From an optimization exercise on the open Yosys and OpenROAD flow, aimed at small area; shortcuts taken in it are not production practice.
In this exercise RTL edits were held to simulation tests only and were not proved equivalent to the original.
The clock port is modelled as an ideal driver; clocking choices that lean on that would not hold on a real chip.

==> build 97 <==
Design driver, start of the top module:
module driver(
    input clk,
    input rst,
    input NE1,
    input NWE,
    input [2:0] ADDR,
    input [7:0] DATA,
    output r,
    output g,
    output b,
    output h_sync,
    output v_sync
);
    wire [9:0] xc, yc;
    wire xn;
    wire [1:0] col;
    coord_list regs(
        .clk(clk), .rst(rst), .NE1(NE1), .NWE(NWE), .ADDR(ADDR), .DATA(DATA),
        .xc(xc), .xn(xn), .yc(yc), .col(col)
    );
    reg [9:0] hc, vc;
    reg p, m;
    reg [1:0] cc;
    wire [9:0] hc_n, vc_n;
    wire p_n, m_n;
    wire [1:0] cc_n;
    core c(
        .rst(rst), .hc(hc), .vc(vc), .xc(xc), .xn(xn), .yc(yc), .col(col),
        .p(p), .m(m), .cc(cc),
        .hc_n(hc_n), .vc_n(vc_n), .p_n(p_n), .m_n(m_n), .cc_n(cc_n),
        .h_sync(h_sync), .v_sync(v_sync), .r(r), .g(g), .b(b)
    );
    always @(posedge clk) begin
        hc <= hc_n;
        vc <= vc_n;
        p <= p_n;
        m <= m_n;
        cc <= cc_n;
    end
endmodule
export LEC_CHECK = 0
export CAP_MARGIN = 20
export CORE_MARGIN = 2
export CORE_UTILIZATION = 55
export GPL_TIMING_DRIVEN = 0
export PLACE_DENSITY = 0.7
export SLEW_MARGIN = 20
create_clock -name core_clock -period 5.0 [get_ports {clk}]
standard.sh (not shown) runs the stock make flow with config.mk's settings and CLKGATE_MAP_FILE= SYNTH_SCRIPT=/design/flow/synth_recipe.tcl, a recipe that flattens the netlist after the stock synthesis.
==> flow/flow/run.sh <==
#!/bin/bash
# Own layout flow: the standard ORFS flow (standard.sh), with these
# changes only:
#  - synthesis is the standard script, but ABC maps with flow/abc.script
#    (area-oriented) and the full-adder extraction step is skipped; the
#    flip-flops are mapped before ABC exactly as in the standard synthesis;
#  - port buffers use the smallest buffer (buf_1);
#  - clock tree synthesis inserts no dummy loads;
#  - after the global-route timing repair, gates off the critical paths
#    are downsized again (RECOVER_POWER).
set -euo pipefail
W=$PWD
sed "s#log_cmd abc {\*}\$abc_args#log_cmd abc -script $W/flow/abc.script {*}[lrange \$abc_args 2 end]#" \
    "$FLOW_HOME/scripts/synth.tcl" > "$W/synth_mod.tcl"
grep -q "flow/abc.script" "$W/synth_mod.tcl"
sed "s#\$::env(SCRIPTS_DIR)/synth.tcl#$W/synth_mod.tcl#" "$W/synth_recipe.tcl" > "$W/my_synth.tcl"
grep -q "synth_mod.tcl" "$W/my_synth.tcl"
sed "s#SYNTH_SCRIPT=[^ ]*#SYNTH_SCRIPT=$W/my_synth.tcl#" "$W/standard.sh" > "$W/my_standard.sh"
grep -q "my_synth.tcl" "$W/my_standard.sh"
CTS="-sink_clustering_enable -repair_clock_nets -dont_use_dummy_load"
[ -f "$W/flow/cts_args" ] && CTS="$(cat "$W/flow/cts_args")"
bash "$W/my_standard.sh" ADDER_MAP_FILE= \
    "BUFFER_PORTS_ARGS=-buffer_cell sky130_fd_sc_hd__buf_1" \
    "CTS_ARGS=$CTS" \
    RECOVER_POWER=100 \
    finish > "$W/flow_make.log" 2>&1
==> flow/flow/abc.script <==
strash
dch
amap
topo
mfs3 -a
topo
mfs3 -a
topo
==> build 64 (differences from build 97) <==
==> flow/flow/run.sh (replaced) <==
#!/bin/bash
# Own layout flow: the standard ORFS flow (standard.sh), with these
# changes only:
#  - synthesis is the standard script, but ABC maps with flow/abc.script
#    (area-oriented) and the full-adder extraction step is skipped; the
#    flip-flops are mapped before ABC exactly as in the standard synthesis;
#  - port buffers use the smallest buffer (buf_1);
#  - instead of clock tree synthesis, flow/clock.tcl drives all flip-flops
#    from one clock buffer;
#  - timing repair only resizes and swaps pins (no new buffers), and after
#    the global-route repair, gates off the critical paths are downsized
#    again (RECOVER_POWER).
set -euo pipefail
W=$PWD
sed "s#log_cmd abc {\*}\$abc_args#log_cmd abc -script $W/flow/abc.script {*}[lrange \$abc_args 2 end]#" \
    "$FLOW_HOME/scripts/synth.tcl" > "$W/synth_mod.tcl"
grep -q "flow/abc.script" "$W/synth_mod.tcl"
sed "s#\$::env(SCRIPTS_DIR)/synth.tcl#$W/synth_mod.tcl#" "$W/synth_recipe.tcl" > "$W/my_synth.tcl"
grep -q "synth_mod.tcl" "$W/my_synth.tcl"
sed "s#SYNTH_SCRIPT=[^ ]*#SYNTH_SCRIPT=$W/my_synth.tcl#" "$W/standard.sh" > "$W/my_standard.sh"
grep -q "my_synth.tcl" "$W/my_standard.sh"
# ORFS scripts with clock_tree_synthesis replaced by flow/clock.tcl
rm -rf "$W/scripts"
cp -r "$FLOW_HOME/scripts" "$W/scripts"
sed -i 's#^log_cmd clock_tree_synthesis {\*}\$cts_args#source $::env(CLOCK_TCL)#' "$W/scripts/cts.tcl"
grep -q 'CLOCK_TCL' "$W/scripts/cts.tcl"
bash "$W/my_standard.sh" ADDER_MAP_FILE= \
    "BUFFER_PORTS_ARGS=-buffer_cell sky130_fd_sc_hd__buf_1" \
    "SCRIPTS_DIR=$W/scripts" \
    "CLOCK_TCL=$W/flow/clock.tcl" \
    CLOCK_BUF_CELL=sky130_fd_sc_hd__clkbuf_16 \
    RECOVER_POWER=100 \
    SETUP_MOVE_SEQUENCE=unbuffer,sizeup,swap \
    finish > "$W/flow_make.log" 2>&1
==> flow/flow/abc.script (replaced) <==
strash
dch
amap
topo
mfs3 -a
topo
==> flow/flow/clock.tcl (new file) <==
# Clock distribution in place of clock_tree_synthesis: one clock buffer,
# placed at the centroid of the flip-flops, drives every clock pin; the
# clock port drives only that buffer.
set block [ord::get_db_block]
set clk_net [$block findNet clk]
set xs 0.0
set ys 0.0
set n 0
foreach it [$clk_net getITerms] {
  set bb [[$it getInst] getBBox]
  set xs [expr {$xs + ([$bb xMin] + [$bb xMax]) / 2.0}]
  set ys [expr {$ys + ([$bb yMin] + [$bb yMax]) / 2.0}]
  incr n
}
set dbu [$block getDbUnitsPerMicron]
set loc [list [expr {$xs / $n / $dbu}] [expr {$ys / $n / $dbu}]]
puts "clock.tcl: $n clock pins, buffer at $loc"
log_cmd insert_buffer -buffer_cell $::env(CLOCK_BUF_CELL) -net clk -location $loc \
  -buffer_name clkbuf_root -net_name clknet_root
set its [$clk_net getITerms]
if { [llength $its] != 1 } { error "clock.tcl: clock port drives [llength $its] pins" }
set buf [[lindex $its 0] getInst]
set out_net [[$buf findITerm X] getNet]
puts "clock.tcl: [$buf getName] ([[$buf getMaster] getName]) drives [$out_net getName], [llength [$out_net getITerms]] pins"
[[$buf findITerm A] getNet] setSigType CLOCK
$out_net setSigType CLOCK
==> build 88 (differences from build 97) <==
==> flow/flow/run.sh (replaced) <==
#!/bin/bash
# Own layout flow: the standard ORFS flow (standard.sh), with these
# changes only:
#  - synthesis is the standard script, but ABC maps with flow/abc.script
#    (area-oriented) and the full-adder extraction step is skipped; the
#    flip-flops are mapped before ABC exactly as in the standard synthesis;
#  - port buffers use the smallest buffer (buf_1);
#  - instead of clock tree synthesis, flow/clock.tcl drives all flip-flops
#    from one clock buffer;
#  - timing repair only resizes and swaps pins (no new buffers), and after
#    the global-route repair, gates off the critical paths are downsized
#    again (RECOVER_POWER).
set -euo pipefail
W=$PWD
sed "s#log_cmd abc {\*}\$abc_args#log_cmd abc -script $W/flow/abc.script {*}[lrange \$abc_args 2 end]#" \
    "$FLOW_HOME/scripts/synth.tcl" > "$W/synth_mod.tcl"
grep -q "flow/abc.script" "$W/synth_mod.tcl"
sed "s#\$::env(SCRIPTS_DIR)/synth.tcl#$W/synth_mod.tcl#" "$W/synth_recipe.tcl" > "$W/my_synth.tcl"
grep -q "synth_mod.tcl" "$W/my_synth.tcl"
sed "s#SYNTH_SCRIPT=[^ ]*#SYNTH_SCRIPT=$W/my_synth.tcl#" "$W/standard.sh" > "$W/my_standard.sh"
grep -q "my_synth.tcl" "$W/my_standard.sh"
# ORFS scripts with clock_tree_synthesis replaced by flow/clock.tcl
rm -rf "$W/scripts"
cp -r "$FLOW_HOME/scripts" "$W/scripts"
sed -i 's#^log_cmd clock_tree_synthesis {\*}\$cts_args#source $::env(CLOCK_TCL)#' "$W/scripts/cts.tcl"
grep -q 'CLOCK_TCL' "$W/scripts/cts.tcl"
bash "$W/my_standard.sh" ADDER_MAP_FILE= \
    "BUFFER_PORTS_ARGS=-buffer_cell sky130_fd_sc_hd__buf_1" \
    "SCRIPTS_DIR=$W/scripts" \
    "CLOCK_TCL=$W/flow/clock.tcl" \
    CLOCK_BUF_CELL=sky130_fd_sc_hd__clkbuf_16 \
    RECOVER_POWER=100 \
    SETUP_MOVE_SEQUENCE=unbuffer,sizeup,swap \
    finish > "$W/flow_make.log" 2>&1
==> flow/flow/abc.script (replaced) <==
strash
dch
amap
topo
mfs3 -a
topo
==> flow/flow/clock.tcl (new file) <==
# Clock distribution in place of clock_tree_synthesis: one clock buffer,
# placed at the centroid of the flip-flops, drives every clock pin; the
# clock port drives only that buffer.
set block [ord::get_db_block]
set clk_net [$block findNet clk]
set xs 0.0
set ys 0.0
set n 0
foreach it [$clk_net getITerms] {
  set bb [[$it getInst] getBBox]
  set xs [expr {$xs + ([$bb xMin] + [$bb xMax]) / 2.0}]
  set ys [expr {$ys + ([$bb yMin] + [$bb yMax]) / 2.0}]
  incr n
}
set dbu [$block getDbUnitsPerMicron]
set loc [list [expr {$xs / $n / $dbu}] [expr {$ys / $n / $dbu}]]
puts "clock.tcl: $n clock pins, buffer at $loc"
log_cmd insert_buffer -buffer_cell $::env(CLOCK_BUF_CELL) -net clk -location $loc \
  -buffer_name clkbuf_root -net_name clknet_root
$clk_net setSigType CLOCK
[$block findNet clknet_root] setSigType CLOCK
==> summary of the runs <==
- Build 64 did not get past 4_1_cts. Build 88 never finished: it broke off in 4_1_cts. Build 97 completed without violations.
- In synthesized cell count, build 64 and build 88 do not differ.
- Area after synthesis is the same in build 97 and build 64.
==> figures <==
Synth Register Bits: build 97 47; build 88 47; build 64 47
Setup slack after placement: build 97 -172 ps; build 88 -138 ps; build 64 -138 ps
Most instantiated library cell after synthesis: build 97 sky130_fd_sc_hd__nor2_1; build 88 sky130_fd_sc_hd__nor2_1; build 64 sky130_fd_sc_hd__nor2_1
Final Wtd Congestion: build 97 0.907; build 88 0.885; build 64 0.885
Post-synthesis area per instance: build 97 7.68 sq um; build 88 7.68 sq um; build 64 7.68 sq um
Async set-or-reset flop fraction in the synthesized netlist: build 97 0%; build 88 0%; build 64 0%
Netlist cell types: build 97 34; build 88 33; build 64 33
Result of the run: build 97 finished clean; build 88 stopped before the end; build 64 stopped before the end
Last stage reached: build 97 -; build 88 4_1_cts; build 64 4_1_cts
Compound-gate portion of the synthesized area: build 97 25.7%; build 88 25.7%; build 64 25.7%
Simple-gate share of the synthesized area: build 97 25.6%; build 88 25.4%; build 64 25.4%
Number of standard-cell rows in the floorplan: build 97 25; build 88 25; build 64 25
Placed wire-length estimate: build 97 4790 um; build 88 4820 um; build 64 4820 um
Height of the chip: build 97 74.1 um; build 88 74.1 um; build 64 74.1 um
Post-synth design cell area: build 97 2700 sq um; build 88 2700 sq um; build 64 2700 sq um
Top FF cell, synth: build 97 sky130_fd_sc_hd__dfxtp_1; build 88 sky130_fd_sc_hd__dfxtp_1; build 64 sky130_fd_sc_hd__dfxtp_1

==> port drivers added, routing unchanged <==
The flow's constraints put no driver on any port. The routed layout listed below was extracted and timed again, unchanged, in two steps.
Step 1, drivers: a clkbuf_16 drives clk and a buf_2 each remaining input, both assumed.
Step 2 times the ports against the registers' clock, not the clock port: input delays grow and output delays shrink by t, the midpoint of the rising clock arrivals with the driver on.
a / b / c = ideal / step 1 / step 2; a / b = the first two.
run: build 97
t, ns: 0.319
slack for setup (ns): 0.471 / 0.471 / 0.471
slew at the worst register clock pin (ns): 0.09 / 0.09
After both steps build 97 still meets setup and hold. For build 97, drivers alone change the setup slack by 0.000 ns; drivers and shift together by 0.000 ns.
